From an optimization exercise on the open Yosys and OpenROAD flow, aimed at small area; shortcuts taken in it are not production practice. The RTL was checked by simulation tests, not by an equivalence proof against the original design. No activity file was given, so power comes from the tool's default toggle rates.

<file path="design.v">
module mips_os_core (
	input  wire        clk,
	input  wire        rst,
	input  wire [31:0] instr,
	input  wire [31:0] dmem_rdata,
	input  wire [31:0] hd_rdata,
	input  wire [31:0] pbuf_rdata,
	input  wire [16:0] switches,
	input  wire        nHLT,
	input  wire        returnMenu,
	output wire [11:0] endereco,
	output wire [31:0] result,
	output wire        zero,
	output wire        neg,
	output wire        overflow,
	output wire        dmem_we,
	output wire [6:0]  dmem_addr,
	output wire [31:0] dmem_wdata,
	output wire        hd_we,
	output wire [10:0] hd_addr,
	output wire [31:0] hd_wdata,
	output wire        imem_we,
	output wire [10:0] imem_waddr,
	output wire [31:0] imem_wdata,
	output wire        pbuf_we,
	output wire [5:0]  pbuf_addr,
	output wire [31:0] pbuf_wdata,
	output wire [6:0]  sdmilhao,
	output wire [6:0]  smilhao,
	output wire [6:0]  scmilhar,
	output wire [6:0]  sdmilhar,
	output wire [6:0]  smilhar,
	output wire [6:0]  scentesimal,
	output wire [6:0]  sdecimal,
	output wire [6:0]  sunidade
);
	genvar k, kb;
	localparam integer DIV_RIPPLE = 12;
	wire [5:0] op = instr[31:26];
	wire [63:0] od = 64'd1 << op;
	wire o_sub   = od[1]  | od[3];
	wire o_and   = od[4];
	wire o_or    = od[5];
	wire o_shl   = od[11];
	wire o_shr   = od[12];
	wire o_neq   = od[16];
	wire o_pass  = od[17];
	wire o_slt   = od[18];
	wire o_sgt   = od[19];
	wire o_mul   = od[24] | od[25];
	wire o_div   = od[27];
	wire o_add   = ~(o_sub | o_and | o_or | o_shl | o_shr | o_neq | o_pass |
	                 o_slt | o_sgt | o_mul | o_div);
	wire wr      = od[0] | od[1] | od[2] | od[3] | od[4] | od[5] | od[7] | od[9] |
	               od[10] | od[11] | od[12] | od[18] | od[19] | od[20] | od[24] |
	               od[25] | od[26] | od[27] | od[29] | od[32] | od[34] | od[38];
	wire m5_0    = od[9] | od[20] | od[26];
	wire m5_1    = od[2] | od[3] | od[10] | od[11] | od[12] | od[25] | od[38];
	wire m5_3    = od[29];
	wire cmd     = od[32] | od[34];
	wire hlt     = od[20] | od[21] | od[23] | od[32];
	wire in_en   = od[20] | od[32];
	wire out_en  = od[21];
	wire emit    = od[33];
	wire sel_rf  = od[29] | od[30];
	wire imm_b   = od[2] | od[3] | od[11] | od[12] | od[25];
	reg [11:0] pc, cpc;
	reg stored, stored_ok, last;
	assign endereco = pc;
	wire [31:0] r [0:63];
	wire [31:0] wdata;
	wire [5:0]  waddr = cmd  ? 6'd40 :
	                    m5_0 ? {1'b0, instr[25:21]} :
	                    m5_1 ? {1'b0, instr[20:16]} :
	                    m5_3 ? instr[5:0] : {1'b0, instr[15:11]};
	wire [63:0] wdec = {63'd0, wr} << waddr;
	wire [31:0] wdata_g = wdata & {32{~rst}};
	wire [31:0] pcm1 = {20'd0, pc} - 32'd1;
	wire [31:0] wdata8 = rst ? 32'd0 : stored ? pcm1 : wdata;
	generate for (k = 0; k < 64; k = k + 1) begin: R
		reg [31:0] q;
		wire we = rst | (stored ? (k == 8) : wdec[k]);
		always @(posedge clk)
			if (we) q <= (k == 8) ? wdata8 : wdata_g;
		assign r[k] = q;
	end endgenerate
	wire [31:0] rlo [0:31];
	generate for (k = 0; k < 32; k = k + 1) begin: L
		assign rlo[k] = r[k];
	end endgenerate
	wire [31:0] DA = emit ? r[40] : rlo[instr[25:21]];
	wire [5:0]  ra2 = sel_rf ? instr[5:0] : {1'b0, instr[20:16]};
	wire [31:0] DB = r[ra2];
	wire [31:0] DC = rlo[instr[15:11]];
	wire [31:0] B = imm_b ? {16'd0, instr[15:0]} : in_en ? {15'd0, switches} : DB;
	wire subm = o_sub | o_neq | o_slt | o_sgt;
	wire [32:0] s33 = {1'b0, DA} + {1'b0, B ^ {32{subm}}};
	wire [31:0] s = s33[31:0];
	wire c = s33[32];
	wire eq = &s;                      
	wire [31:0] r_add = c ? 32'd0 : s;
	wire [31:0] r_sub = c ? s + 32'd1 : ~s;
	wire [31:0] da_rev, sh_rev, sh;
	generate for (k = 0; k < 32; k = k + 1) begin: REV
		assign da_rev[k] = DA[31 - k];
		assign sh_rev[k] = sh[31 - k];
	end endgenerate
	wire [31:0] shin = o_shl ? da_rev : DA;
	assign sh = shin >> B[4:0];
	wire [31:0] r_sh = (|B[31:5]) ? 32'd0 : (o_shl ? sh_rev : sh);
	wire [35:0] yb = {3'b000, B, 1'b0};
	reg [32:0] p33, brow;
	reg bs1, bs2, bng;
	integer br, bi;
	always @(*) begin
		p33 = 33'd0;
		for (br = 0; br < 17; br = br + 1) begin
			bng = yb[2*br+2];
			bs1 = yb[2*br+1] ^ yb[2*br];
			bs2 = (yb[2*br+2] & ~yb[2*br+1] & ~yb[2*br]) | (~yb[2*br+2] & yb[2*br+1] & yb[2*br]);
			for (bi = 0; bi < 33; bi = bi + 1)
				brow[bi] = ((bs1 & ((bi < 32) ? DA[(bi < 32) ? bi : 0] : 1'b0)) |
				            (bs2 & ((bi > 0) ? DA[(bi > 0) ? bi - 1 : 0] : 1'b0))) ^ bng;
			p33 = p33 + (brow << (2*br)) + ({32'd0, bng} << (2*br));
		end
	end
	wire [31:0] apf, bpf;
	assign apf[31] = DA[31];
	assign bpf[31] = B[31];
	generate for (k = 30; k >= 0; k = k - 1) begin: PF
		assign apf[k] = apf[k + 1] | DA[k];
		assign bpf[k] = bpf[k + 1] | B[k];
	end endgenerate
	wire [31:1] big;
	generate for (k = 1; k < 32; k = k + 1) begin: BG
		assign big[k] = apf[k] & bpf[32 - k];
	end endgenerate
	wire ovm = p33[32] | (|big);
	wire [31:0] r_mul = ovm ? 32'd0 : p33[31:0];
	wire [31:0] qq;
	generate for (k = 31; k >= 0; k = k - 1) begin: DV
		localparam integer W = 32 - k;
		wire [W-1:0] T, Rm;
		if (W == 1) begin: F
			assign T = DA[31];
		end else begin: N
			assign T = {DV[k + 1].Rm[W-2:0], DA[k]};
		end
		wire [W:0] D;
		if (W <= DIV_RIPPLE) begin: RP
			wire [W:0] cy;
			assign cy[0] = 1'b1;
			for (kb = 0; kb < W; kb = kb + 1) begin: C
				assign D[kb] = T[kb] ^ ~B[kb] ^ cy[kb];
				assign cy[kb + 1] = (T[kb] & ~B[kb]) | (T[kb] & cy[kb]) | (~B[kb] & cy[kb]);
			end
			assign D[W] = ~cy[W];
		end else begin: KS
			assign D = {1'b0, T} - {1'b0, B[W-1:0]};
		end
		wire hz;
		if (W == 32) begin: H1
			assign hz = 1'b1;
		end else begin: H0
			assign hz = ~bpf[W];
		end
		assign qq[k] = hz & ~D[W];
		assign Rm = qq[k] ? D[W-1:0] : T;
	end endgenerate
	wire [31:0] r_div = qq & {32{bpf[0]}};
	assign result =
		({32{o_add}}  & r_add) |
		({32{o_sub}}  & r_sub) |
		({32{o_and}}  & (DA & B)) |
		({32{o_or}}   & (DA | B)) |
		({32{o_shl | o_shr}} & r_sh) |
		({32{o_neq}}  & {31'd0, ~eq}) |
		({32{o_pass}} & DA) |
		({32{o_slt}}  & {31'd0, ~c & ~eq}) |
		({32{o_sgt}}  & {31'd0, c}) |
		({32{o_mul}}  & r_mul) |
		({32{o_div}}  & r_div);
	assign overflow = (o_add & c) | (o_mul & ovm);
	assign zero = ~|result;
	assign neg = result[31];
	assign wdata = od[10] ? DA :
	               od[7]  ? dmem_rdata :
	               od[9]  ? {11'd0, instr[20:0]} :
	               in_en  ? {15'd0, switches} :
	               od[26] ? {20'd0, pc} :
	               od[34] ? {16'd0, instr[15:0]} :
	               od[29] ? hd_rdata :
	               od[38] ? pbuf_rdata : result;
	wire tk16 = od[16] & ~eq;
	wire tk17 = od[17] & DA[31];
	wire jmp = od[13] | od[14] | od[26] | tk16 | tk17;
	wire [11:0] pcin = (od[13] | od[26] | tk16) ? instr[11:0] :
	                   od[14] ? DA[11:0] + 12'd1 :
	                   tk17 ? pc + instr[11:0] :
	                   od[15] ? 12'd0 : pc;
	wire [11:0] pcin1 = pcin + 12'd1;
	wire [11:0] cpc1 = cpc + 12'd1;
	always @(posedge clk) begin
		if (rst) begin
			pc <= 12'd0;
			cpc <= 12'd0;
			stored <= 1'b0;
			stored_ok <= 1'b0;
			last <= 1'b0;
		end else begin
			stored_ok <= stored;
			last <= ~nHLT;
			stored <= 1'b0;
			if (od[40]) begin
				cpc <= 12'hfff;
				pc <= pcin1;
			end else if (cpc == 12'd50) begin
				pc <= pcin;
				stored <= 1'b1;
				cpc <= cpc1;
			end else if (stored_ok) begin
				pc <= 12'b000110101001;
				cpc <= 12'b001111111111;
			end else if (od[6]) begin
				cpc <= 12'd0;
				pc <= pcin1;
			end else if (~returnMenu) begin
				pc <= 12'd34;
				cpc <= cpc1;
			end else if (jmp) begin
				pc <= pcin;
				cpc <= cpc1;
			end else if (~nHLT & ~last) begin
				pc <= pcin1;
				cpc <= cpc1;
			end else if (!hlt) begin
				pc <= pcin1;
				cpc <= cpc1;
			end
		end
	end
	wire [7:0] m5 = DA[7:0] + {DA[5:0], 2'b00};
	wire [10:0] hsum = {m5, 3'b000} + {3'b000, instr[7:0]} + (od[5] ? 11'd800 : 11'd500);
	assign hd_addr = od[28] ? DA[10:0] : (od[29] | od[30] | od[5]) ? hsum : 11'd0;
	assign dmem_we    = od[8];
	assign dmem_addr  = result[6:0];
	assign dmem_wdata = DC;
	assign hd_we      = od[30];
	assign hd_wdata   = DB;
	assign imem_we    = od[28];
	assign imem_waddr = instr[10:0];
	assign imem_wdata = hd_rdata;
	assign pbuf_we    = od[39];
	assign pbuf_addr  = DA[5:0];
	assign pbuf_wdata = DB;
	function [3:0] a3(input [3:0] v);
		a3 = {v[3] | v[2] & (v[1] | v[0]),
		      v[2] & ~v[1] & ~v[0] | v[3] & v[0],
		      ~v[2] & v[1] | v[1] & v[0] | v[3] & ~v[0],
		      ~v[3] & ~v[2] & v[0] | v[2] & v[1] & ~v[0] | v[3] & ~v[0]};
	endfunction
	function [6:0] seg(input [3:0] n);
		case (n)
			4'd0: seg = ~7'b1111110;
			4'd1: seg = ~7'b0110000;
			4'd2: seg = ~7'b1101101;
			4'd3: seg = ~7'b1111001;
			4'd4: seg = ~7'b0110011;
			4'd5: seg = ~7'b1011011;
			4'd6: seg = ~7'b1011111;
			4'd7: seg = ~7'b1110000;
			4'd8: seg = ~7'b1111111;
			4'd9: seg = ~7'b1111011;
			default: seg = ~7'b0000000;
		endcase
	endfunction
	reg [15:0] bp, bd;
	integer i;
	always @(*) begin
		bp = 16'd0;
		for (i = 11; i >= 0; i = i - 1) begin
			bp = {a3(bp[15:12]), a3(bp[11:8]), a3(bp[7:4]), a3(bp[3:0])};
			bp = {bp[14:0], pcin[i]};
		end
		bd = 16'd0;
		for (i = 31; i >= 0; i = i - 1) begin
			bd = {a3(bd[15:12]), a3(bd[11:8]), a3(bd[7:4]), a3(bd[3:0])};
			bd = {bd[14:0], DA[i]};
		end
	end
	assign sdmilhao = seg(bp[15:12]);
	assign smilhao  = seg(bp[11:8]);
	assign scmilhar = seg(bp[7:4]);
	assign sdmilhar = seg(bp[3:0]);
	wire [6:0] nodig = in_en ? 7'b1111110 : 7'b1111111;
	assign smilhar     = out_en ? seg(bd[15:12]) : nodig;
	assign scentesimal = out_en ? seg(bd[11:8])  : nodig;
	assign sdecimal    = out_en ? seg(bd[7:4])   : nodig;
	assign sunidade    = out_en ? seg(bd[3:0])   : nodig;
endmodule
</file>
<file path="flow/run.sh">
#!/bin/bash
# The standard layout (standard.sh: standard synthesis, floorplan, tap
# cells, power grid, placement, CTS, routing) with two placement/CTS options:
#  - the port buffers that buffer_ports inserts use the smallest buffer,
#    sky130_fd_sc_hd__buf_1, instead of the default delay buffer;
#  - CTS clusters up to 20 sinks per leaf buffer and inserts no dummy loads.
# Every ORFS step keeps its own log under orfs/logs; make's output goes to
# standard.log in this folder.
set -euo pipefail
export BUFFER_PORTS_ARGS="-buffer_cell sky130_fd_sc_hd__buf_1"
export CTS_ARGS="-sink_clustering_enable -repair_clock_nets -sink_clustering_size 20 -sink_clustering_max_diameter 100 -dont_use_dummy_load"
bash standard.sh > standard.log 2>&1
</file>
<file path="standard.sh">
#!/bin/bash
# synth_recipe.tcl (not shown) runs the flow's synth.tcl, then flattens the netlist and writes it again
# the make line also repeats each setting of config.mk as NAME=value (left out here)
make -C /OpenROAD-flow-scripts/flow DESIGN_CONFIG=/design/flow/config.mk WORK_HOME=/design/flow/orfs CLKGATE_MAP_FILE= SYNTH_SCRIPT=/design/flow/synth_recipe.tcl "${@:-finish}"
</file>
<file path="config.mk">
export PLATFORM = sky130hd
export DESIGN_NAME = mips_os_core
export DESIGN_NICKNAME = mips_os_core
export VERILOG_FILES = /design/flow/design.v
export SDC_FILE = /design/flow/constraint.sdc
export NUM_CORES = 4
export LEC_CHECK = 0
export ABC_AREA = 1
export ABC_CLOCK_PERIOD_IN_PS = 150000
export CAP_MARGIN = 20
export CORE_MARGIN = 2
export CORE_UTILIZATION = 45
export CTS_CLUSTER_DIAMETER = 100
export CTS_CLUSTER_SIZE = 20
export SLEW_MARGIN = 20
</file>
<file path="constraint.sdc">
create_clock -name core_clock -period 250.0 [get_ports {clk}]
set_input_delay 50.0000 -clock core_clock [delete_from_list [all_inputs] [get_ports {clk}]]
set_output_delay 50.0000 -clock core_clock [all_outputs]
set_load 0.01 [all_outputs]
</file>
==> metrics.yaml <==
status: "complete, no violations"
cts_resized: 0
port_buffers: 418
cts_buffers: 117
async_flop_share_pct: 0
place_hpwl_mm: 679
clk_path_buf_depth: 3
post-route-period-util_pct: 90.4
start_util_pct: 45.2
cts_tree: "yes"
min_path_cells: 2
holdPathEnd: "cpc[10]$_SDFFE_PP0P_"
avgViaCountPerCell: 6.89
worstMarginPinSlew_ns: 1.44
synth_ff_type: "edfxtp_1"
detail_route.first_pass.iterations: 9
synth_warnings: 1
cp_top_family: "compound AO/OA/AOI/OAI gates"
critPathBufInv: 59
setup_viol: 0
crit_cells: 600
route.detailed.drc: 0
clkTransAtPathRegs_ns: 0.08
powerClk_uw: 201
critPathArrivalTime_ns: 176.04
gp_congestion: 1.15
finalHoldViolCount: 0
fmax_ghz: 0.00442
fin_crit_ns: 226.04
end_kind: "output port"
pg_comb_uw: 43700
fin_hold_ws_ns: 0.529
die_h_um: 583
p_int_uw: 15000
worst_skew_pair.late_latency_ns: 0.88
grt_start_max_net_pins: 69
p_clk_share_pct: 0.5
final_max_slew_viol_count: 0
worstHoldStart: "cpc[10]$_SDFFE_PP0P_"
rsz0062_at_grt: "no"
fin_skew_ns: 0.141
avgSynthCellArea_um2: 8.61
cts_sinks: 2075
wl_per_cell_um: 41.8
grtUsageTotal_pct: 53.6
cp.required_ns: 200.00
p_leak_uw: 0.0693
drt.antenna.violating_nets: 0
grt_pass1_wl_mm: 1230
ys_seq_elements: 2075
routed_wl_mm: 941
dieArea_mm2: 0.340
path_common_cell: "nand2_1"
power-top-group: "combinational cells"
timing.rr.end: "R[26].q[0]$_DFFE_PP_"
grt_pass1_vias: 137064
antenna_found_initial: 153
multi_input_area_mm2: 0.0786
hp-class: "flop to flop"
yosys-top-cells-count: "nand2_1, inv_1, edfxtp_1"
drt_iter0_drc: 28133
layout-drive-gt1-share_pct: 9.53
rr_worst_depth: 596
syn-num-nets: 18728
p_seq_uw: 605
rows: 212
worstPathMaxFanout: 41
nFillCells: 31795
power_frac_seq_pct: 1.4
post_cts_buffers: 0
swShare_pct: 66.4
crit_path_start: "instr[28]"
syn-cell-area_mm2: 0.151
finalSetupTns_ns: 0
seq_area_mm2: 0.0620
critical_path_class: "input pin to output port"
slowest_stage: "nor2_1"
ios: 419
core-area_mm2: 0.334
gr-total-overflow: 0
power_density_mw_per_mm2: 269
drv_cap: 0
yosysTopAreaCell: "edfxtp_1"
max_stage_delay_ns: 1.20
max-slew-margin-rel_pct: 3.90
vias: 155079
yosysMostFrequentCell: "nand2_1"
die_x_um: 583
cp-start-kind: "input pin"
combPwrFrac_pct: 98.2
irDropWorstVdd_v: 0.00419
synthTopCellsByArea: "edfxtp_1, nand2_1, ha_1"
r2r_start: "R[25].q[30]$_DFFE_PP_"
r2r_slack_ns: 125.02
postCtsHoldBufs: 0
p_sw_uw: 29500
ctsRootBufferMaster: "clkbuf_16"
synth_top_cell_area_share_pct: 40.7
synthCells: 17552
ys_seq_area_share_pct: 41.1
crit_path_end: "zero"
htreeDepth: 3
power_uw: 44500
syn2layout_area_growth_pct: 9.34
synth-edff-count: 2048
final_nets: 19169
yosysUniqueCellTypes: 92
-- cell type report --
class | instances | area share (%)
Antenna cell | 118 | 0.179
Multi-Input combinational cell | 12320 | 47.6
Timing Repair Buffer | 1142 | 4.28
Inverter | 2337 | 5.33
Clock buffer | 117 | 1.77
Tap cell | 4387 | 3.32
Sequential cell | 2075 | 37.6
-- per-layer routing --
layer  up-vias  track usage (%)  share of wire, %
met5         -             2.34              0.16
met4        86             49.1                12
met3      4271             26.1                16
met2     13775             72.5                39
met1     74090             61.6                34
li1      62857                -                 -
-- flip-flops by register name, indices dropped and copies added (netlist names) --
register / flops
R.q: 2048
cpc: 12
last: 1
pc: 12
stored: 1
stored_ok: 1
-- logic make-up (layout without fill, tap and decap cells) --
| kind of cell | count (synthesis) | in the layout | synth area share, % |
|---|---|---|---|
| mux | 8 | 8 | 0.0530 |
| xor+xnor | 710 | 710 | 4.12 |
| fa+ha+maj | 1027 | 1027 | 10.0 |
| simple gates | 6222 | 6222 | 18.1 |
| other cells | 0 | 118 | 0 |
| compound gates | 4353 | 4353 | 18.3 |
| flops | 2075 | 2075 | 41.1 |
| buf+inv | 3157 | 3596 | 8.34 |
-- layout by cell type (no fill, tap or decap), drive strengths merged, types with 30 or more instances in the layout --
cell type | Yosys | final
buf | 268 | 1134
a21oi | 921 | 921
edfxtp | 2048 | 2048
a211oi | 70 | 70
clkbuf | 550 | 125
nor2 | 1181 | 1181
xor2 | 544 | 544
a31oi | 101 | 101
o2111ai | 126 | 126
or2 | 71 | 71
a2111oi | 45 | 45
nand4 | 307 | 307
a221oi | 438 | 438
nand2 | 3515 | 3515
o211ai | 62 | 62
clkinv | 62 | 62
o21bai | 110 | 110
a22oi | 67 | 67
nand3 | 803 | 803
nor3 | 135 | 135
a22o | 104 | 104
o22ai | 884 | 884
o221ai | 74 | 74
o31ai | 43 | 43
o21ai | 1175 | 1175
a21o | 30 | 30
inv | 2275 | 2275
xnor2 | 166 | 166
nor4 | 156 | 156
diode | 0 | 118
fa | 307 | 307
ha | 720 | 720
-- through the flow --
step	setup slack (ns)	std cells	utilization (%)	instance area (um2)
after floorplan	45.83	17552	-	151000
after global placement	25.98	22240	48.4	162000
after detailed placement	25.33	22251	48.4	162000
after CTS	25.01	22368	49.3	165000
after global routing	12.73	22397	49.4	165000
final	23.96	22496	49.5	165000

## re-timing with driven ports
No port has a modelled driver above. Below, the same layout with a new extraction and two added sets of constraints. Step 1 sets driving cells, clkbuf_16 on the clock port and buf_2 on the other inputs (assumed; they add their load-dependent delay and slew). Step 2 moves the port delays by t, midway between the first and last clock arrival at a register: inputs arrive t later, outputs are due t later. That takes back most of the time a late clock gives input paths. Slacks: no drivers / after step 1 / after step 2; pairs: no drivers / after step 1.
t, ns: 0.918
setup slack, ns: 23.960 / 23.911 / 23.911
latest minus earliest clock arrival (ns): 0.141 / 0.141
worst slew at a driven data input, ns: 0.13
After both steps this run still meets setup and hold. The setup slack of this run moves by -0.049 ns with the drivers and by -0.049 ns with both steps.
